Background: an optimization exercise with open tools, aiming at small area, a short achievable clock period and few clock cycles per item. Do not read the settings as production practice. RTL that was checked went through simulation tests only; none was proved equivalent to the original. The RTL of runs 1 to 3 was laid out without a check of its function.

--- flow/flow/run.sh ---
#!/bin/bash
# Standard synthesis (standard.sh synth, unchanged) and the standard ORFS
# layout, with changes only to the cells the layout steps may insert:
# - port buffers are buf_2 (buffer_ports -buffer_cell) instead of the
#   default delay buffer;
# - each layout step marks the delay buffers clkdlybuf4s* don't-use, so the
#   resizer's buffers are ordinary buffers.
set -euo pipefail
bash standard.sh synth > synth.log 2>&1
export BUFFER_PORTS_ARGS="-buffer_cell sky130_fd_sc_hd__buf_2"
H="$PWD/flow/dont_use.tcl"
for step in FLOORPLAN GLOBAL_PLACE RESIZE DETAIL_PLACE REPAIR_TIMING_POST_PLACE CTS GLOBAL_ROUTE DETAIL_ROUTE; do
  export PRE_${step}_TCL="$H"
done
bash standard.sh finish > layout.log 2>&1
--- flow/flow/dont_use.tcl ---
# Sourced at the start of each layout step: keep the resizer from picking the
# slow delay buffers (clkdlybuf4s*) for the buffers it inserts.
set_dont_use [get_lib_cells sky130_fd_sc_hd__clkdlybuf4s*]
--- flow/standard.sh ---
#!/bin/bash
# synth_recipe.tcl (not shown) runs the flow's synth.tcl, then flattens the netlist and writes it again
# the make line also repeats each setting of config.mk as NAME=value (left out here)
make -C /OpenROAD-flow-scripts/flow DESIGN_CONFIG=/design/flow/config.mk WORK_HOME=/design/flow/orfs CLKGATE_MAP_FILE= SYNTH_SCRIPT=/design/flow/synth_recipe.tcl "${@:-finish}"
--- flow/config.mk ---
export PLATFORM = sky130hd
export DESIGN_NAME = givens8_cordic
export DESIGN_NICKNAME = givens8_cordic
export VERILOG_FILES = /design/flow/design.v
export SDC_FILE = /design/flow/constraint.sdc
export NUM_CORES = 4
export LEC_CHECK = 0
export CAP_MARGIN = 20
export CORE_MARGIN = 2
export CORE_UTILIZATION = 40
export SLEW_MARGIN = 20
--- flow/constraint.sdc ---
create_clock -name core_clock -period 20.0 [get_ports {clk}]
set_input_delay 4.0000 -clock core_clock [delete_from_list [all_inputs] [get_ports {clk}]]
set_output_delay 4.0000 -clock core_clock [all_outputs]
set_load 0.01 [all_outputs]
--- flow/design.v ---
module givens8_cordic
(
	input						clk,
	input						rst_n,
	input						start,
	input		[2:0]			index,
	input		[383:0]		data_in,
	output	[383:0]		data_out,
	output					done
);
	localparam [4:0] C_PRE  = 5'd31;	 
	localparam [4:0] C_LAST = 5'd19;	 
	localparam [4:0] C_IDLE = 5'd20;	 
	reg		[383:0]		r;			 
	reg		[2:0]			idx;
	reg						done_r;
	reg		[4:0]			c [0:7];	 
	reg		[7:0]			s;			 
	wire busy = (c[0] != C_IDLE);
	wire go   = start & ~busy;
	assign done = done_r;
	assign data_out = r;
	genvar i;
	wire [7:0] imsb;
	generate for (i = 0; i < 8; i = i + 1) begin : g_msb
		assign imsb[i] = data_in[192 + 24*i + 23];
	end endgenerate
	wire [383:0] lane;
	wire [7:0] pre_p, scl_p, busy_p;
	generate for (i = 0; i < 8; i = i + 1) begin : g_lane
		wire pre = (c[i] == C_PRE);
		wire [3:0] k = c[i][3:0] & {4{~pre}};
		wire sgn = s[i];
		assign pre_p[i]  = pre;
		assign scl_p[i]  = c[i][4] & ~c[i][3] & ~c[i][2];
		assign busy_p[i] = (c[i] != C_IDLE);
		wire signed [23:0] xv = r[24*i +: 24];
		wire signed [23:0] yv = r[192 + 24*i +: 24];
		wire [23:0] ax = pre ? 24'd0 : xv;
		wire [23:0] ay = pre ? 24'd0 : yv;
		wire [23:0] ysh = yv >>> k;
		wire [23:0] xsh = xv >>> k;
		wire [24:0] sx = {ax, 1'b1} + {ysh ^ {24{sgn}}, sgn};
		wire [24:0] sy = {ay, 1'b1} + {xsh ^ {24{~sgn}}, ~sgn};
		assign lane[24*i +: 24]       = sx[24:1];
		assign lane[192 + 24*i +: 24] = sy[24:1];
	end endgenerate
	wire [7:0] lmsb;
	generate for (i = 0; i < 8; i = i + 1) begin : g_lmsb
		assign lmsb[i] = lane[192 + 24*i + 23];
	end endgenerate
	wire snext = lmsb[idx];
	wire [383:0] ring;
	generate for (i = 0; i < 4; i = i + 1) begin : g_ring
		wire [23:0] e0 = r[24*(2*i)       +: 24];
		wire [23:0] e1 = r[192 + 24*(2*i) +: 24];
		wire [23:0] e2 = r[24*(2*i+1)     +: 24];
		wire signed [23:0] e3 = r[192 + 24*(2*i+1) +: 24];
		wire [23:0] m = (e3>>>1)+(e3>>>4)+(e3>>>5)+(e3>>>7)+(e3>>>8)+(e3>>>10)+(e3>>>11)+(e3>>>12)
			+(e3>>>14)+(e3>>>17)+(e3>>>18)+(e3>>>19)+(e3>>>21)+(e3>>>22)+(e3>>>24)+(e3>>>25);
		assign ring[24*(2*i)       +: 24] = m;
		assign ring[192 + 24*(2*i) +: 24] = e0;
		assign ring[24*(2*i+1)     +: 24] = e1;
		assign ring[192 + 24*(2*i+1) +: 24] = e2;
	end endgenerate
	generate for (i = 0; i < 8; i = i + 1) begin : g_reg
		always @(posedge clk) begin
			if (busy_p[i]) begin
				r[24*i +: 24]       <= scl_p[i] ? ring[24*i +: 24]       : lane[24*i +: 24];
				r[192 + 24*i +: 24] <= scl_p[i] ? ring[192 + 24*i +: 24] : lane[192 + 24*i +: 24];
			end
			else if (start) begin
				r[24*i +: 24]       <= data_in[24*i +: 24];
				r[192 + 24*i +: 24] <= data_in[192 + 24*i +: 24];
			end
		end
	end endgenerate
	always @(posedge clk) begin
		if (go) idx <= index;
	end
	generate for (i = 0; i < 8; i = i + 1) begin : g_ctl
		always @(posedge clk or negedge rst_n) begin
			if (!rst_n) begin
				c[i] <= C_IDLE;
				s[i] <= 1'b0;
			end
			else if (go) begin
				c[i] <= C_PRE;
				s[i] <= imsb[index];
			end
			else if (busy_p[i]) begin
				c[i] <= c[i] + 5'd1;
				s[i] <= snext;
			end
		end
	end endgenerate
	always @(posedge clk or negedge rst_n) begin
		if (!rst_n)
			done_r <= 1'b0;
		else if (go)
			done_r <= 1'b0;
		else if (c[0] == C_LAST)
			done_r <= 1'b1;
	end
endmodule
==> impl_metrics.tcl, run 1 <==
set metrics [dict create \
    status "complete, no violations" \
    setup_viol 0 \
    max_freq_ghz 0.1172 \
    fp.dieArea_sq_um 198800 \
    holdBufCountCts 0 \
    syn_nets 11092 \
    clock_latency_ns 0.73 \
    vias 74179 \
    nets 11540 \
    gr-total-overflow 0 \
    postCtsResizedCells 0 \
    tns_ns 0 \
    ys_seq_area_share_pct 16.48 \
    yosysTopAreaCell "edfxtp_1" \
    synthTopCellsByCount "a21oi_1, nor2_1, nand2_1" \
    yosys.area.top_type_share_pct 14.88 \
    fin_area_sq_um 85890 \
    crit_fanout 36 \
    routed_wl_microns 315400 \
    worstPathArrival_ns 9.07 \
    synth_edf_count 387 \
    min_period_ns 8.529 \
    place_area_sq_um 83610 \
    die_width_microns 445.8 \
    tightest_slew_ns 1.132 \
    ys_seq_elements 436 \
    slew_headroom_pct 24.51 \
    yosysUniqueCellTypes 120 \
    synth_most_common_cell "a21oi_1" \
    io_buffers 774 \
    drtIter0Drc 7053 \
    area_growth_pct 10.00 \
    drt-pass1-iter-count 7 \
    core-area_sq_um 194400 \
    io_pins 775 \
    dp_hpwl_microns 248200 \
    rsz0062_at_grt "no" \
    cp-start-kind "register" \
    clock-sinks 436 \
    grt_use_total_pct 30.74 \
    viasPerCell 5.856 \
    drive_gt1_share_pct 11.71 \
    async_reset_ff_share_pct 11.24 \
    gp_congestion 0.9920 \
    grt_max_degree 76 \
    finalHoldViolations 0 \
    synth_area_leaders "edfxtp_1, fa_1, ha_1" \
    avgSynthCellArea_sq_um 8.132 \
    pre_cts_slack_ns 11.52 \
    synth.cell_area_sq_um 78080 \
    maxCapViolCount 0 \
    synth_warnings 2 \
    end_kind "register" \
    clk_pin_slew_ns 0.06 \
    wire_per_inst_microns 24.89 \
    clockBufferDepth 3 \
    final.setup_skew_ns 0.03970 \
    final_core_util_pct 44.19 \
    h-tree-depth 3 \
    min_path_type "reg2reg" \
    grt_pass1_wl_microns 464100 \
    drv_slew 0 \
    clockRootBuffer "clkbuf_16" \
    drc 0 \
    cts_made_buffers 67 \
    die_h_microns 445.8 \
    synth_ff_type "edfxtp_1" \
    grt_pass1_vias 71829 \
    cts_tree "built" \
    period_share_pct 42.64 \
    critical_path_class "reg2reg" \
    antenna_found_initial 36 \
    fin_ws_ns 11.47 \
    syn_inst 9602 \
    antenna_left 0 \
    required_ns 20.54 \
    post-cts-setup-buffers 0 \
    start_util_pct 40.17 \
    rows 162 \
]
==> registers in the layout (all words and copies together), names as in the netlist <==
signal	flops
done_r	1
c	40
s	8
r	384
idx	3
==> stage by stage <==
stage / std cells / hold slack [ns]
floorplan: 9602 / 0.5285
global placement: 12521 / 0.6439
detailed placement: 12521 / 0.6614
CTS: 12642 / 0.6726
global route: 12662 / 0.7004
finish: 12668 / 0.6640
==> worst max-delay path, cell delays in order (launching register included) <==
cell	delay, ns
dfrtp_1	0.70
ha_1	0.30
and3_1	0.18
ha_2	0.65
inv_1	0.24
nand2_1	0.73
buf_1	0.63
mux2i_1	0.33
mux2i_1	0.14
a21oi_1	0.29
xnor2_1	0.11
ha_1	0.37
nand4_1	0.17
or4_1	0.43
a211o_1	0.26
a21oi_1	0.18
nor3_2	0.12
a211oi_1	0.42
nor3_1	0.12
a22o_1	0.33
xnor3_1	0.47
and2_1	0.20
a211oi_1	0.17
o211a_1	0.18
o32a_1	0.16
a21boi_4	0.35
a211oi_1	0.13
==> final cells by class <==
cell class / instances / area (sq um)
clock inverters: 40 / 412.9
inverters: 790 / 2965
multi-input cells: 7848 / 60170
fillers: 19559 / 108500
flip-flops and latches: 436 / 12870
clock buffers: 81 / 1760
diodes: 24 / 60.06
repair buffers: 907 / 4474
well taps: 2542 / 3181
==> cell usage in the layout (no fill, tap or decap), drive strengths merged, types with 33 or more instances in the layout <==
cell type / Yosys / layout
xor2: 188 / 188
nor2b: 373 / 373
nand3: 106 / 106
o21a: 66 / 66
and2: 71 / 71
clkbuf: 410 / 92
o21ai: 501 / 501
a31oi: 126 / 126
inv: 790 / 794
nor3: 113 / 113
edfxtp: 387 / 387
a21o: 121 / 121
mux4: 73 / 73
nand2: 874 / 874
or3: 44 / 44
a211oi: 98 / 98
o22ai: 38 / 38
dfrtp: 33 / 33
nand2b: 114 / 114
ha: 668 / 668
fa: 432 / 432
and3: 140 / 140
o211ai: 39 / 39
mux2i: 658 / 658
nor2: 896 / 896
o21bai: 66 / 66
xnor2: 600 / 600
buf: 118 / 896
a21oi: 1024 / 1024
==> per-layer routing <==
| layer | global-route usage [%] | part of all wire [%] |
|---|---|---|
| met5 | 0 | 0.016 |
| met4 | 16.62 | 5.7 |
| met3 | 3.807 | 6.9 |
| met2 | 48.42 | 45 |
| met1 | 40.99 | 42 |
==> worst paths after layout <==
kind | start | endpoint | slack [ns] | depth (start not counted)
setup / recovery | c[0][0] | s[7] | 11.47 | 26
hold / removal | c[5][3] | c[5][3] | 0.66 | 2
setup reg to reg | c[0][0] | s[7] | 11.47 | 26
hold reg to reg | c[5][3] | c[5][3] | 0.66 | 2
max in group asynchronous | rst_n | s[1] | 15.87 | 1
min in group asynchronous | rst_n | c[7][0] | 3.38 | 1
==> logic make-up (layout without fill, tap and decap cells) <==
family / after synthesis / after routing / synth area share, %
muxes: 755 / 755 / 10.90
buffers and inverters: 1318 / 1818 / 6.778
adders and majority gates: 1100 / 1100 / 21.78
xor gates and xnor gates: 789 / 789 / 8.868
other: 0 / 24 / 0
DFF: 436 / 436 / 16.48
and+or+nand+nor: 2840 / 2840 / 16.93
AOI/OAI and AO/OA: 2364 / 2364 / 18.27
==> run 2: changes to the inputs <==
==> flow/design.v (replaced) <==
module givens8_cordic
(
	input						clk,
	input						rst_n,
	input						start,
	input		[2:0]			index,
	input		[383:0]		data_in,
	output	[383:0]		data_out,
	output					done
);
	localparam [3:0] K_LAST = 4'd3;	 
	reg		[383:0]		r;			 
	reg		[2:0]			idx;
	reg						done_r;
	reg		[3:0]			ka  [0:7];	 
	reg		[3:0]			kb  [0:7];	 
	reg		[7:0]			busy;		 
	reg		[7:0]			pre;		 
	reg		[7:0]			rot;		 
	reg		[7:0]			scl;		 
	reg		[7:0]			s;			 
	assign done = done_r;
	assign data_out = r;
	genvar i;
	wire [7:0] imsb;
	generate for (i = 0; i < 8; i = i + 1) begin : g_msb
		assign imsb[i] = data_in[192 + 24*i + 23];
	end endgenerate
	wire [383:0] lane;
	generate for (i = 0; i < 8; i = i + 1) begin : g_lane
		wire sgn = s[i];
		wire [3:0] kya = ka[i];
		wire [3:0] kxb = kb[i];
		wire signed [23:0] xv = r[24*i +: 24];
		wire signed [23:0] yv = r[192 + 24*i +: 24];
		wire [23:0] ax = pre[i] ? 24'd0 : xv;
		wire [23:0] ay = pre[i] ? 24'd0 : yv;
		wire [23:0] ysh = yv >>> kya;
		wire [23:0] xsh = xv >>> kxb;
		wire [24:0] sx = {ax, 1'b1} + {ysh ^ {24{sgn}}, sgn};
		wire [24:0] sy = {ay, 1'b1} + {xsh ^ {24{~sgn}}, ~sgn};
		assign lane[24*i +: 24]       = sx[24:1];
		assign lane[192 + 24*i +: 24] = sy[24:1];
	end endgenerate
	wire [7:0] lmsb;
	generate for (i = 0; i < 8; i = i + 1) begin : g_lmsb
		assign lmsb[i] = lane[192 + 24*i + 23];
	end endgenerate
	wire snext = lmsb[idx];
	wire [383:0] ring;
	generate for (i = 0; i < 4; i = i + 1) begin : g_ring
		wire [23:0] e0 = r[24*(2*i)       +: 24];
		wire [23:0] e1 = r[192 + 24*(2*i) +: 24];
		wire [23:0] e2 = r[24*(2*i+1)     +: 24];
		wire signed [23:0] e3 = r[192 + 24*(2*i+1) +: 24];
		wire [23:0] m = (e3>>>1)+(e3>>>4)+(e3>>>5)+(e3>>>7)+(e3>>>8)+(e3>>>10)+(e3>>>11)+(e3>>>12)
			+(e3>>>14)+(e3>>>17)+(e3>>>18)+(e3>>>19)+(e3>>>21)+(e3>>>22)+(e3>>>24)+(e3>>>25);
		assign ring[24*(2*i)       +: 24] = m;
		assign ring[192 + 24*(2*i) +: 24] = e0;
		assign ring[24*(2*i+1)     +: 24] = e1;
		assign ring[192 + 24*(2*i+1) +: 24] = e2;
	end endgenerate
	generate for (i = 0; i < 8; i = i + 1) begin : g_pair
		wire go = start & ~busy[i];
		always @(posedge clk) begin
			if (busy[i] | start) begin
				r[24*i +: 24]       <= rot[i] ? lane[24*i +: 24] :
				                       scl[i] ? ring[24*i +: 24] : data_in[24*i +: 24];
				r[192 + 24*i +: 24] <= rot[i] ? lane[192 + 24*i +: 24] :
				                       scl[i] ? ring[192 + 24*i +: 24] : data_in[192 + 24*i +: 24];
			end
		end
		always @(posedge clk or negedge rst_n) begin
			if (!rst_n) begin
				busy[i] <= 1'b0;
				pre[i]  <= 1'b0;
				rot[i]  <= 1'b0;
				scl[i]  <= 1'b0;
				ka[i]   <= 4'd0;
				kb[i]   <= 4'd0;
				s[i]    <= 1'b0;
			end
			else if (go) begin
				busy[i] <= 1'b1;
				pre[i]  <= 1'b1;
				rot[i]  <= 1'b1;
				scl[i]  <= 1'b0;
				ka[i]   <= 4'd0;
				kb[i]   <= 4'd0;
				s[i]    <= imsb[index];
			end
			else if (busy[i]) begin
				pre[i] <= 1'b0;
				s[i]   <= snext;
				if (!pre[i]) begin
					ka[i] <= ka[i] + 4'd1;
					kb[i] <= kb[i] + 4'd1;
				end
				if (rot[i] && !pre[i] && ka[i] == 4'd15) begin
					rot[i] <= 1'b0;
					scl[i] <= 1'b1;
				end
				if (scl[i] && ka[i] == K_LAST) begin
					busy[i] <= 1'b0;
					scl[i]  <= 1'b0;
				end
			end
		end
	end endgenerate
	always @(posedge clk) begin
		if (start & ~busy[0]) idx <= index;
	end
	always @(posedge clk or negedge rst_n) begin
		if (!rst_n)
			done_r <= 1'b0;
		else if (start & ~busy[0])
			done_r <= 1'b0;
		else if (scl[0] && ka[0] == K_LAST)
			done_r <= 1'b1;
	end
endmodule
==> run 2 against run 1 <==
  * Clock skew is 0.0075 ns higher
  * Maximum frequency is 12% higher
  * Non-clock buffer count is 32 lower
  * Sequential share of layout area is 1.0 points higher
  * Critical path depth is 4 lower
  * Area after synthesis is 3.3% higher
  * Hold slack worse by 0.16 ns
  * Wire length is 2.0% lower
  * Setup slack better by 0.91 ns
  * Critical endpoint is now r[119]
  * Largest cell class unchanged
  * Highest routed layer unchanged
==> impl_metrics.tcl, run 2 <==
set metrics [dict create \
    status "complete, no violations" \
    syn_inst 9413 \
    drive_gt1_share_pct 13.45 \
    setup_viol 0 \
    synth_warnings 3 \
    rsz0062_at_grt "no" \
    ys_seq_elements 492 \
    syn_nets 10895 \
    synthTopCellsByCount "nand2_1, o21ai_0, inv_1" \
    crit_family "compound AO/OA/AOI/OAI gates" \
    holdBufCountCts 0 \
    vias 72878 \
    grt_max_degree 86 \
    finalHoldViolations 0 \
    synth_ff_type "edfxtp_1" \
    io_pins 775 \
    synth.cell_area_sq_um 80630 \
    die_width_microns 453.0 \
    yosysUniqueCellTypes 87 \
    largest_register "r" \
    yosys.area.top_type_share_pct 14.41 \
    tightest_slew_ns 1.063 \
    drc 0 \
    cp_num_buf_inv 4 \
    max_freq_ghz 0.1312 \
    clockRootBuffer "clkbuf_16" \
    clockBufferDepth 3 \
    start_util_pct 40.30 \
    grt_pass1_vias 70820 \
    synth_area_leaders "edfxtp_1, fa_1, ha_1" \
    core-area_sq_um 200100 \
    hold_path_depth 2 \
    io_buffers 774 \
    dp_hpwl_microns 249000 \
    nFillCells 19962 \
    antenna_left 0 \
    stdcell_count 12584 \
    largest_register_ffs 384 \
    ys_seq_area_share_pct 17.67 \
    tns_ns 0 \
    clock_latency_ns 0.74 \
    antenna_found_initial 31 \
    multi_input_comb_area_sq_um 61360 \
    rows 164 \
    gr-total-overflow 0 \
    drt-pass1-iter-count 6 \
    postCtsResizedCells 0 \
    routed_wl_microns 309000 \
    maxCapViolCount 0 \
    r2r_cells 22 \
    min_path_type "reg2reg" \
    area_growth_pct 10.53 \
    crit_path_top_delay_cell "a2111oi_0" \
    seq_area_sq_um 14280 \
    avgSynthCellArea_sq_um 8.566 \
    required_ns 20.41 \
    pre_cts_slack_ns 12.43 \
    gp_congestion 1.010 \
    worstPathArrival_ns 8.04 \
    cts_tree "built" \
    drv_slew 0 \
    fin_ws_ns 12.38 \
    synth_most_common_cell "nand2_1" \
    final_cell_mix "nand2_1, o21ai_0, buf_2" \
    end_kind "register" \
    critical_path_class "reg2reg" \
    drtIter0Drc 6607 \
    wire_per_inst_microns 24.56 \
    synth_edf_count 387 \
    period_share_pct 38.10 \
    min_period_ns 7.621 \
    cp.depth 22 \
    async_reset_ff_share_pct 21.34 \
    cpMostUsedCell "fa_1" \
    fin_area_sq_um 89120 \
    crit_fanout 15 \
    die_h_microns 453.0 \
    final_core_util_pct 44.55 \
    clock-sinks 492 \
    cts_made_buffers 74 \
    fin_hold_ws_ns 0.5059 \
    yosysTopAreaCell "edfxtp_1" \
    h-tree-depth 3 \
    final.setup_skew_ns 0.04716 \
    nets 11331 \
    crit_path_max_incr_delay_ns 0.95 \
    crit_chain "fa_1 -> inv_1 -> fa_1 -> fa_1 -> inv_1 -> fa_1 -> inv_1 -> fa_1 -> inv_1 -> ha_1 -> a21o_1 -> a21oi_1 -> o21bai_1 -> a2111oi_0 -> o41a_1 -> o21ai_0 -> a21bo_2 -> a311oi_1 -> a21oi_1 -> xnor2_1 -> a2111oi_0 -> o311ai_0" \
    place_area_sq_um 86370 \
    cp-start-kind "register" \
    grt_use_total_pct 29.14 \
    viasPerCell 5.791 \
    dp_cells 12429 \
    reg_top3 "r x384, ka x32, kb x32" \
    post-cts-setup-buffers 0 \
    fp.dieArea_sq_um 205200 \
    slew_headroom_pct 27.29 \
    layout_commonest_cell "nand2_1" \
    grt_pass1_wl_microns 454000 \
    clk_pin_slew_ns 0.05 \
]
==> run 2: cell count changes after synthesis, moves of 72 or more <==
cell / change
a21oi_1: -419
mux2_2: +104
o21ai_0: +325
and3_1: -100
nor2_1: -348
mux4_2: +99
dfrtp_1: +72
==> run 2: area by class of cell <==
class,count,area share [%]
Antenna cell,18,0.05054
Clock buffer,92,2.315
Clock inverter,45,0.7034
Inverter,818,3.447
Multi-Input combinational cell,7588,68.84
Sequential cell,492,16.03
Tap cell,2656,3.729
Timing Repair Buffer,875,4.887
==> run 2: logic make-up (layout without fill, tap and decap cells) <==
group	Yosys count	count (layout)	synth area share, %
simple gates	2448	2448	14.29
compound gates	2241	2241	16.77
buf+inv	1333	1830	6.247
fa+ha+maj	1092	1092	20.97
mux	1021	1021	15.52
xor+xnor	786	786	8.538
flops	492	492	17.67
other cells	0	18	0
==> run 2: metal layers <==
metal / wire [microns] / part of all wire (%) / global-route usage [%] / vias up
met1: 131700 / 43 / 38.87 / 35534
met4: 15990 / 5.2 / 13.96 / 8
met5: 60 / 0.019 / 0 / -
met3: 21740 / 7.0 / 4.376 / 541
li1: - / - / - / 33931
met2: 139600 / 45 / 46.15 / 2864
==> run 2: path summary, 6_finish.rpt <==
check / end / start / slack, ns
min: done_r / done_r / 0.51
max: r[119] / r[334] / 12.38
min reg2reg: done_r / done_r / 0.51
min in group asynchronous: ka[3][2] / rst_n / 3.35
max in group asynchronous: rot[1] / rst_n / 15.25
max reg2reg: r[119] / r[334] / 12.38
==> run 2: worst register-to-register path: cells and delay by family, from the launching register on <==
kind | cells | cell delay [ns]
AOI/OAI and AO/OA | 11 | 3.37
adders and majority gates | 6 | 2.77
DFF | 1 | 0.80
buffers and inverters | 4 | 0.25
xor gates and xnor gates | 1 | 0.16
==> run 3: changes to the inputs <==
--- a/flow/config.mk
+++ b/flow/config.mk
@@ -9,3 +9,3 @@
 export CORE_MARGIN = 2
 export CORE_UTILIZATION = 40
-export SLEW_MARGIN = 20
+export SLEW_MARGIN = 65
==> run 3 against run 2 <==
  * Still clean on timing, DRC and antenna
  * Maximum frequency increased by 4.5%
  * First-iteration DRC count is 7.0% higher
  * Clock skew shrank 0.0030 ns
  * Global-route usage increased by 0.13 points
  * Synthesized cell count did not move
==> impl_metrics.tcl, run 3 <==
set metrics [dict create \
    critical_path_class "reg2reg" \
    final.setup_skew_ns 0.04421 \
    min_period_ns 7.291 \
    drv_slew 0 \
    fin_ws_ns 12.71 \
    post-cts-setup-buffers 0 \
    async_reset_ff_share_pct 21.34 \
    seq_area_sq_um 14420 \
    drive_gt1_share_pct 16.12 \
    cpMostUsedCell "fa_1" \
    tightest_slew_ns 0.5723 \
    synth.cell_area_sq_um 80630 \
    gr-total-overflow 0 \
    fin_area_sq_um 90420 \
    die_width_microns 453.0 \
    h-tree-depth 3 \
    rsz0062_at_grt "no" \
    cts_tree "built" \
    clockBufferDepth 3 \
    gp_congestion 1.010 \
    period_share_pct 36.46 \
    area_growth_pct 12.14 \
    grt_pass1_vias 71022 \
    largest_register "r" \
    place_area_sq_um 87560 \
    wire_per_inst_microns 24.54 \
    clock-sinks 492 \
    vias 73740 \
    routed_wl_microns 310800 \
    dp_hpwl_microns 252100 \
    clock_latency_ns 0.72 \
    fp.dieArea_sq_um 205200 \
    end_kind "register" \
    finalHoldViolations 0 \
    clockRootBuffer "clkbuf_16" \
    synth_most_common_cell "nand2_1" \
    rows 164 \
    antenna_found_initial 27 \
    postCtsResizedCells 0 \
    crit_fanout 8 \
    slew_headroom_pct 60.76 \
    ys_seq_area_share_pct 17.67 \
    final_cell_mix "nand2_1, buf_2, o21ai_0" \
    synth_edf_count 387 \
    synthTopCellsByCount "nand2_1, o21ai_0, inv_1" \
    required_ns 20.42 \
    yosysTopAreaCell "edfxtp_1" \
    holdBufCountCts 0 \
    dp_cells 12500 \
    nets 11423 \
    yosys.area.top_type_share_pct 14.41 \
    fin_hold_ws_ns 0.5168 \
    status "complete, no violations" \
    io_buffers 774 \
    syn_inst 9413 \
    core-area_sq_um 200100 \
    avgSynthCellArea_sq_um 8.566 \
    syn_nets 10895 \
    grt_max_degree 86 \
    maxCapViolCount 0 \
    reg_top3 "r x384, ka x32, kb x32" \
    final_core_util_pct 45.20 \
    die_h_microns 453.0 \
    layout_commonest_cell "nand2_1" \
    clk_pin_slew_ns 0.06 \
    max_freq_ghz 0.1372 \
    ys_seq_elements 492 \
    start_util_pct 40.30 \
    worstPathArrival_ns 7.71 \
    drt-pass1-iter-count 6 \
    largest_register_ffs 384 \
    viasPerCell 5.821 \
    cts_made_buffers 73 \
    crit_path_max_incr_delay_ns 0.53 \
    tns_ns 0 \
    drtIter0Drc 7067 \
    synth_area_leaders "edfxtp_1, fa_1, ha_1" \
    synth_ff_type "edfxtp_1" \
    grt_pass1_wl_microns 456200 \
    grt_use_total_pct 29.27 \
    yosysUniqueCellTypes 87 \
    crit_path_top_delay_cell "fa_1" \
    drc 0 \
    min_path_type "reg2reg" \
    antenna_left 0 \
    synth_warnings 3 \
    pre_cts_slack_ns 12.81 \
    cp-start-kind "register" \
    setup_viol 0 \
    stdcell_count 12669 \
    multi_input_comb_area_sq_um 61790 \
    nFillCells 19807 \
    io_pins 775 \
]
==> run 3: cell counts after synthesis <==
Identical to the previous run, type by type.
==> run 3: routing by layer <==
layer  track usage, %  wire, microns  vias up
met5                0             27        -
met4            13.00          15410        4
met3            4.162          22080      532
met2            46.90         141900     3029
met1            39.13         131500    36006
li1                 -              -    34169
==> run 3: worst max-delay path: cells and delay by family, from the launching register on <==
kind            cells  cell delay, ns
compound gates     11            2.82
xor+xnor            1            0.16
fa+ha+maj           6            2.76
buf+inv             7            0.85
flops               1            0.44
==> run 3: logic make-up (layout without fill, tap and decap cells) <==
group	after synthesis	in the layout	synth area share, %
and+or+nand+nor	2448	2448	14.29
AOI/OAI and AO/OA	2241	2241	16.77
buffers and inverters	1333	1921	6.247
adders and majority gates	1092	1092	20.97
muxes	1021	1021	15.52
xor gates and xnor gates	786	786	8.538
DFF	492	492	17.67
other	0	12	0
==> run 3: path summary, 6_finish.rpt <==
check / start / to / slack, ns / depth (start not counted)
worst max-delay path: r[334] / r[119] / 12.71 / 25
worst min-delay path: done_r / done_r / 0.52 / 2
worst max register to register: r[334] / r[119] / 12.71 / 25
worst min register to register: done_r / done_r / 0.52 / 2
max in group asynchronous: rst_n / kb[1][2] / 16.02 / 3
min in group asynchronous: rst_n / ka[2][2] / 3.12 / 1
==> run 3: area by class of cell <==
cell class                 count  area share (%)
tap                         2656           3.675
sequential                   492           15.95
inverter                     818           3.441
timing repair buffer         968           5.882
antenna                       12         0.03321
clock inverter                37          0.4525
clock buffer                  98           2.239
multi-input combinational   7588           68.33
==> run 4: changes to the inputs <==
--- a/flow/design.v
+++ b/flow/design.v
@@ -9,13 +9,13 @@
 	output					done
 );
-	localparam [3:0] K_LAST = 4'd3;	 
+	localparam [4:0] C_ROT  = 5'd16;	 
+	localparam [4:0] C_LAST = 5'd20;	 
 	reg		[383:0]		r;			 
 	reg		[2:0]			idx;
 	reg						done_r;
-	reg		[3:0]			ka  [0:7];	 
-	reg		[3:0]			kb  [0:7];	 
+	reg		[4:0]			c   [0:7];	 
+	reg		[3:0]			k   [0:7];	 
 	reg		[7:0]			busy;		 
 	reg		[7:0]			pre;		 
-	reg		[7:0]			rot;		 
 	reg		[7:0]			scl;		 
 	reg		[7:0]			s;			 
@@ -30,12 +30,11 @@
 	generate for (i = 0; i < 8; i = i + 1) begin : g_lane
 		wire sgn = s[i];
-		wire [3:0] kya = ka[i];
-		wire [3:0] kxb = kb[i];
+		wire [3:0] kk = k[i];
 		wire signed [23:0] xv = r[24*i +: 24];
 		wire signed [23:0] yv = r[192 + 24*i +: 24];
 		wire [23:0] ax = pre[i] ? 24'd0 : xv;
 		wire [23:0] ay = pre[i] ? 24'd0 : yv;
-		wire [23:0] ysh = yv >>> kya;
-		wire [23:0] xsh = xv >>> kxb;
+		wire [23:0] ysh = yv >>> kk;
+		wire [23:0] xsh = xv >>> kk;
 		wire [24:0] sx = {ax, 1'b1} + {ysh ^ {24{sgn}}, sgn};
 		wire [24:0] sy = {ay, 1'b1} + {xsh ^ {24{~sgn}}, ~sgn};
@@ -64,9 +63,11 @@
 		wire go = start & ~busy[i];
 		always @(posedge clk) begin
-			if (busy[i] | start) begin
-				r[24*i +: 24]       <= rot[i] ? lane[24*i +: 24] :
-				                       scl[i] ? ring[24*i +: 24] : data_in[24*i +: 24];
-				r[192 + 24*i +: 24] <= rot[i] ? lane[192 + 24*i +: 24] :
-				                       scl[i] ? ring[192 + 24*i +: 24] : data_in[192 + 24*i +: 24];
+			if (busy[i]) begin
+				r[24*i +: 24]       <= scl[i] ? ring[24*i +: 24]       : lane[24*i +: 24];
+				r[192 + 24*i +: 24] <= scl[i] ? ring[192 + 24*i +: 24] : lane[192 + 24*i +: 24];
+			end
+			else if (start) begin
+				r[24*i +: 24]       <= data_in[24*i +: 24];
+				r[192 + 24*i +: 24] <= data_in[192 + 24*i +: 24];
 			end
 		end
@@ -75,8 +76,7 @@
 				busy[i] <= 1'b0;
 				pre[i]  <= 1'b0;
-				rot[i]  <= 1'b0;
 				scl[i]  <= 1'b0;
-				ka[i]   <= 4'd0;
-				kb[i]   <= 4'd0;
+				c[i]    <= 5'd0;
+				k[i]    <= 4'd0;
 				s[i]    <= 1'b0;
 			end
@@ -84,22 +84,16 @@
 				busy[i] <= 1'b1;
 				pre[i]  <= 1'b1;
-				rot[i]  <= 1'b1;
 				scl[i]  <= 1'b0;
-				ka[i]   <= 4'd0;
-				kb[i]   <= 4'd0;
+				c[i]    <= 5'd0;
+				k[i]    <= 4'd0;
 				s[i]    <= imsb[index];
 			end
 			else if (busy[i]) begin
 				pre[i] <= 1'b0;
+				c[i]   <= c[i] + 5'd1;
+				if (!pre[i]) k[i] <= k[i] + 4'd1;
 				s[i]   <= snext;
-				if (!pre[i]) begin
-					ka[i] <= ka[i] + 4'd1;
-					kb[i] <= kb[i] + 4'd1;
-				end
-				if (rot[i] && !pre[i] && ka[i] == 4'd15) begin
-					rot[i] <= 1'b0;
-					scl[i] <= 1'b1;
-				end
-				if (scl[i] && ka[i] == K_LAST) begin
+				if (c[i] == C_ROT) scl[i] <= 1'b1;
+				if (c[i] == C_LAST) begin
 					busy[i] <= 1'b0;
 					scl[i]  <= 1'b0;
@@ -116,5 +110,5 @@
 		else if (start & ~busy[0])
 			done_r <= 1'b0;
-		else if (scl[0] && ka[0] == K_LAST)
+		else if (busy[0] && c[0] == C_LAST)
 			done_r <= 1'b1;
 	end
==> run 4 against run 3 <==
  * Clock skew is 0.0011 ns higher
  * Still clean on timing, DRC and antenna
  * Critical path type unchanged
  * Non-clock buffer count is 34 higher
  * Synthesized cell count up 1.9%
  * Setup slack better by 0.085 ns
  * Count of clock-buffer cells in the layout fell by 10
  * Flip-flop and latch count unchanged
==> impl_metrics.tcl, run 4 <==
set metrics [dict create \
    end_kind "register" \
    synthTopCellsByCount "a21oi_1, nor2_1, inv_1, nand2_1, ha_1" \
    largest_register_ffs 384 \
    core-area_sq_um 199500 \
    die_h_microns 451.5 \
    r2r_cells 24 \
    drc 0 \
    tns_ns 0 \
    synthMuxAreaShare_pct 12.38 \
    wire_per_inst_microns 24.62 \
    grt_pass1_vias 72592 \
    min_path_type "reg2reg" \
    min_to "c[5][3]" \
    io_pins 775 \
    io_buffers 774 \
    synth_ff_type "edfxtp_1" \
    final_core_util_pct 45.30 \
    ys_seq_area_share_pct 17.78 \
    clk_pin_slew_ns 0.06 \
    nFillCells 19936 \
    clock_latency_ns 0.72 \
    synth_top_family_by_area "adder cells" \
    fp.dieArea_sq_um 203900 \
    place_area_sq_um 87360 \
    rsz0062_at_grt "no" \
    drive_gt1_share_pct 16.03 \
    cts_made_buffers 73 \
    cp-start-kind "register" \
    slew_headroom_pct 61.04 \
    required_ns 20.55 \
    status "complete, no violations" \
    antenna_left 0 \
    clock-sinks 492 \
    gr-total-overflow 0 \
    final.setup_skew_ns 0.04526 \
    crit_fanout 7 \
    synth_warnings 3 \
    tightest_slew_ns 0.5799 \
    syn_nets 11079 \
    maxCapViolCount 0 \
    cp_num_buf_inv 4 \
    rrSetupSlack_ns 12.79 \
    clockRootBuffer "clkbuf_16" \
    largest_register "r" \
    crit_chain "inv_1 -> fa_1 -> fa_1 -> inv_1 -> fa_1 -> fa_1 -> inv_1 -> fa_1 -> inv_1 -> ha_1 -> fa_1 -> a21o_1 -> a21oi_1 -> o21bai_1 -> a21oi_1 -> o21ai_0 -> a211oi_1 -> nor2_1 -> o41a_1 -> a41o_1 -> o41ai_1 -> xnor2_1 -> nand2_1 -> a31oi_1" \
    rows 164 \
    nets 11639 \
    avgSynthCellArea_sq_um 8.355 \
    antenna_found_initial 36 \
    worstPathArrival_ns 7.76 \
    cts_tree "built" \
    postCtsResizedCells 0 \
    yosysTopAreaCell "edfxtp_1" \
    routed_wl_microns 317200 \
    grt_max_degree 80 \
    holdBufCountCts 0 \
    vias 75001 \
    period_share_pct 36.03 \
    drv_slew 0 \
    clockBufferDepth 3 \
    drtIter0Drc 7030 \
    area_growth_pct 12.78 \
    layout_commonest_cell "a21oi_1" \
    synth_most_common_cell "a21oi_1" \
    setup_viol 0 \
    reg2reg_from "r[372]" \
    ys_seq_elements 492 \
    fin_area_sq_um 90360 \
    yosys.area_share.simple_pct 15.28 \
    grt_use_total_pct 30.04 \
    dp_hpwl_microns 255100 \
    final_cell_mix "a21oi_1, nor2_1, buf_2" \
    r2r-end "r[166]" \
    hold_path_depth 1 \
    async_reset_ff_share_pct 21.34 \
    yosysUniqueCellTypes 94 \
    crit_path_max_incr_delay_ns 0.56 \
    max_freq_ghz 0.1388 \
    finalHoldViolations 0 \
    start_util_pct 40.17 \
    drt-pass1-iter-count 7 \
    synth.cell_area_sq_um 80120 \
    crit_family "adder cells" \
    syn_inst 9589 \
    crit_path_top_delay_cell "edfxtp_1" \
    viasPerCell 5.823 \
    synth-compound-area-share_pct 18.06 \
    synth_edf_count 387 \
    min_period_ns 7.207 \
    synth-xor-area-share_pct 8.866 \
    die_width_microns 451.5 \
    hp-start "c[5][3]" \
    gp_congestion 0.9861 \
    h-tree-depth 3 \
    synth_fa_ha_area_share_pct 21.23 \
    cpMostUsedCell "fa_1" \
    post-cts-setup-buffers 0 \
    yosys.area.top_type_share_pct 14.51 \
    critical_path_class "reg2reg" \
    grt_pass1_wl_microns 467000 \
    synth_area_leaders "edfxtp_1, fa_1, ha_1" \
    reg_top3 "r x384, c x40, k x32" \
]
[run 4: worst reg2reg max path, cell delays in order (launching register included)]
cell      delay [ns]
edfxtp_1        0.56
inv_1           0.27
fa_1            0.56
fa_1            0.53
inv_1           0.05
fa_1            0.50
fa_1            0.50
inv_1           0.05
fa_1            0.47
inv_1           0.04
ha_1            0.22
fa_1            0.47
a21o_1          0.19
a21oi_1         0.27
o21bai_1        0.10
a21oi_1         0.23
o21ai_0         0.23
a211oi_1        0.34
nor2_1          0.13
o41a_1          0.37
a41o_1          0.28
o41ai_1         0.33
xnor2_1         0.16
nand2_1         0.06
a31oi_1         0.17
[run 4: worst max-delay path by stage]
| stage | startpoint | end | cells past startpoint |
|---|---|---|---|
| 2_1_floorplan | r[380] | r[167] | 23 |
| 3_3_place_gp | r[380] | r[167] | 23 |
| 3_5_place_dp | r[372] | r[166] | 24 |
| 4_1_cts | r[375] | r[166] | 24 |
| 5_1_grt | r[372] | r[166] | 24 |
| 6_report | r[372] | r[166] | 24 |
[run 4: layout make-up]
cell class | count | area [sq um] | share of cell area, %
Sequential cell | 492 | 14420 | 15.96
Antenna cell | 18 | 45.04 | 0.04985
Clock buffer | 88 | 1966 | 2.175
Multi-Input combinational cell | 7745 | 61010 | 67.51
Tap cell | 2656 | 3323 | 3.678
Inverter | 835 | 3222 | 3.566
Clock inverter | 45 | 519.2 | 0.5746
Timing Repair Buffer | 1002 | 5854 | 6.479
[run 4: stage by stage]
stage	instances	setup WS, ns	hold WS [ns]
final	12881	12.79	0.4958
after detailed placement	12700	12.78	0.4906
after CTS	12833	12.77	0.5020
after floorplan	9589	13.39	0.4643
after global placement	12597	12.86	0.4968
after global routing	12877	12.36	0.5282
[run 4: cells by family (layout without fill, tap and decap cells)]
group	after synthesis	after routing
buffers and inverters	1352	1970
adder cells (fa/ha/maj)	1100	1100
flip-flops	492	492
multiplexers	727	727
other	0	18
AO/OA/AOI/OAI	2407	2407
AND/OR/NAND/NOR	2700	2700
XOR/XNOR	811	811
[run 4: per-layer routing]
layer	wire length (microns)	track usage [%]	up-vias
li1	-	-	34620
met1	130200	39.58	36647
met2	144500	47.56	3054
met3	22550	4.143	670
met4	19850	16.60	10
met5	54	0	-
Testbench counts of run 4, summed over its fixed seeds: cycles 70,408, items 3,200.
==> run 5: changes to the inputs <==
--- a/flow/config.mk
+++ b/flow/config.mk
@@ -9,3 +9,3 @@
 export CORE_MARGIN = 2
 export CORE_UTILIZATION = 40
-export SLEW_MARGIN = 65
+export SLEW_MARGIN = 20
==> run 5 against run 4 <==
  * Synthesized cell count did not move
  * Highest routed layer unchanged
  * Design area fell by 2.4%
  * Maximum frequency fell by 0.25%
==> impl_metrics.tcl, run 5 <==
set metrics [dict create \
    cp-startpoint "r[380]" \
    largest_register "r" \
    gr-total-overflow 0 \
    min_period_ns 7.225 \
    wire_per_inst_microns 24.75 \
    holdBufCountCts 0 \
    avgSynthCellArea_sq_um 8.355 \
    area_growth_pct 10.11 \
    clk_pin_slew_ns 0.06 \
    min_path_type "reg2reg" \
    ys_seq_elements 492 \
    stdcell_count 12751 \
    clockBufferDepth 3 \
    drv_slew 0 \
    cpMostUsedCell "fa_1" \
    yosysTopAreaCell "edfxtp_1" \
    io_pins 775 \
    hp-start "c[5][3]" \
    drive_gt1_share_pct 13.51 \
    antenna_found_initial 35 \
    cts_made_buffers 72 \
    grt_use_total_pct 29.95 \
    die_width_microns 451.5 \
    slew_headroom_pct 20.55 \
    drtIter0Drc 7057 \
    cts_tree "built" \
    grt_max_degree 97 \
    synth_ff_type "edfxtp_1" \
    viasPerCell 5.837 \
    async_reset_ff_share_pct 21.34 \
    vias 74431 \
    gp_congestion 0.9861 \
    crit_fanout 14 \
    dp_hpwl_microns 250500 \
    rsz0062_at_grt "no" \
    grt_pass1_vias 72468 \
    syn_inst 9589 \
    critical_path_class "reg2reg" \
    rows 164 \
    h-tree-depth 3 \
    fin_hold_ws_ns 0.4979 \
    fin_area_sq_um 88210 \
    period_share_pct 36.12 \
    die_h_microns 451.5 \
    drt-pass1-iter-count 8 \
    clock-sinks 492 \
    final_core_util_pct 44.23 \
    cp-start-kind "register" \
    final.setup_skew_ns 0.05133 \
    synth_edf_count 387 \
    synth_most_common_cell "a21oi_1" \
    reg_top3 "r x384, c x40, k x32" \
    synthTopCellsByCount "a21oi_1, nor2_1, inv_1, nand2_1, ha_1" \
    final_cell_mix "a21oi_1, nor2_1, nand2_1" \
    place_area_sq_um 85820 \
    max_freq_ghz 0.1384 \
    crit_path_top_delay_cell "edfxtp_1" \
    start_util_pct 40.17 \
    fp.dieArea_sq_um 203900 \
    yosys.area.top_type_share_pct 14.51 \
    crit_chain "fa_1 -> inv_1 -> fa_1 -> fa_1 -> inv_1 -> fa_1 -> inv_1 -> fa_1 -> inv_1 -> ha_1 -> a21o_1 -> a21o_1 -> a2111oi_0 -> nor3_1 -> o31a_1 -> a31o_2 -> a211oi_1 -> nor2_1 -> or4_1 -> a31oi_1 -> xnor2_1 -> a21oi_1 -> a21oi_1" \
    synth.cell_area_sq_um 80120 \
    tightest_slew_ns 1.192 \
    setup_viol 0 \
    dp_cells 12597 \
    required_ns 20.49 \
    nets 11507 \
    routed_wl_microns 315600 \
    io_buffers 774 \
    reg2reg_from "r[380]" \
    syn_nets 11079 \
    synth_area_leaders "edfxtp_1, fa_1, ha_1" \
    clock_latency_ns 0.74 \
    nFillCells 20200 \
    core-area_sq_um 199500 \
    post-cts-setup-buffers 0 \
    tns_ns 0 \
    grt_pass1_wl_microns 465100 \
    finalHoldViolations 0 \
    layout_commonest_cell "a21oi_1" \
    end_kind "register" \
    ys_seq_area_share_pct 17.78 \
    clockRootBuffer "clkbuf_16" \
    yosysUniqueCellTypes 94 \
    drc 0 \
    postCtsResizedCells 0 \
    status "complete, no violations" \
    synth_warnings 3 \
    worstPathArrival_ns 7.71 \
    largest_register_ffs 384 \
    crit_path_max_incr_delay_ns 0.67 \
    antenna_left 0 \
    maxCapViolCount 0 \
]
run 5: cell counts after synthesis:
Identical to the previous run, type by type.
run 5: worst paths after layout:
path | to | slack [ns] | cells past startpoint
min reg2reg | c[5][3] | 0.50 | 1
max reg2reg | r[167] | 12.78 | 23
max | r[167] | 12.78 | 23
min | c[5][3] | 0.50 | 1
min in group asynchronous | k[6][2] | 3.22 | 1
max in group asynchronous | busy[5] | 15.34 | 2
run 5: metrics by stage:
stage / worst slack (ns)
after floorplan: 13.39
after global placement: 12.86
after global routing: 12.34
after CTS: 12.78
final: 12.78
after detailed placement: 12.79
run 5: cell type report:
type,count,area [sq um],area share [%]
Clock buffer,97,1989,2.255
Multi-Input combinational cell,7745,60740,68.86
Antenna cell,18,45.04,0.05106
Sequential cell,492,14320,16.23
Inverter,835,3134,3.553
Tap cell,2656,3323,3.767
Timing Repair Buffer,871,4338,4.917
Clock inverter,37,324.1,0.3674
run 5: worst max-delay path: cells and delay by family (launching register included):
family / cells / cell delay, ns
adders and majority gates: 6 / 2.95
AOI/OAI and AO/OA: 9 / 2.37
and+or+nand+nor: 3 / 0.70
DFF: 1 / 0.67
buffers and inverters: 4 / 0.22
xor gates and xnor gates: 1 / 0.09
run 5: logic make-up after synthesis:
group / Yosys count / synth area share, %
and+or+nand+nor: 2700 / 15.28
AOI/OAI and AO/OA: 2407 / 18.06
buffers and inverters: 1352 / 6.409
adders and majority gates: 1100 / 21.23
xor gates and xnor gates: 811 / 8.866
muxes: 727 / 12.38
DFF: 492 / 17.78
run 5: per-layer routing:
| metal | share of wire [%] | wire (microns) | vias up | GRT usage [%] |
|---|---|---|---|---|
| met3 | 7.2 | 22780 | 671 | 4.533 |
| li1 | - | - | 34328 | - |
| met4 | 5.9 | 18470 | 20 | 16.56 |
| met2 | 46 | 144700 | 3085 | 47.37 |
| met5 | 0.036 | 113 | - | 0 |
| met1 | 41 | 129600 | 36327 | 39.23 |

[afterwards: timing with drivers on the ports]
The flow's constraints put no driver on any port. The routed layouts listed below were extracted and timed again, unchanged, in two steps.
Step 1, drivers: a clkbuf_16 drives clk and a buf_2 each remaining input, both assumed.
Step 2 also shifts input and output timing later by t, the mid clock arrival at the registers, as if the neighbouring blocks saw the same clock.
a / b / c = no drivers / after step 1 / after step 2; a / b = the first two.
run | shift t [ns] | slack for setup (ns) | pins driven straight from the clock port
run 1 | 0.795 | 11.471 / 11.471 / 11.471 | 1
run 2 | 0.796 | 12.379 / 12.379 / 12.379 | 1
run 3 | 0.782 | 12.709 / 12.709 / 12.709 | 1
run 4 | 0.776 | 12.794 / 12.794 / 12.794 | 1
run 5 | 0.803 | 12.775 / 12.775 / 12.775 | 1
After both steps every run listed still meets setup and hold.
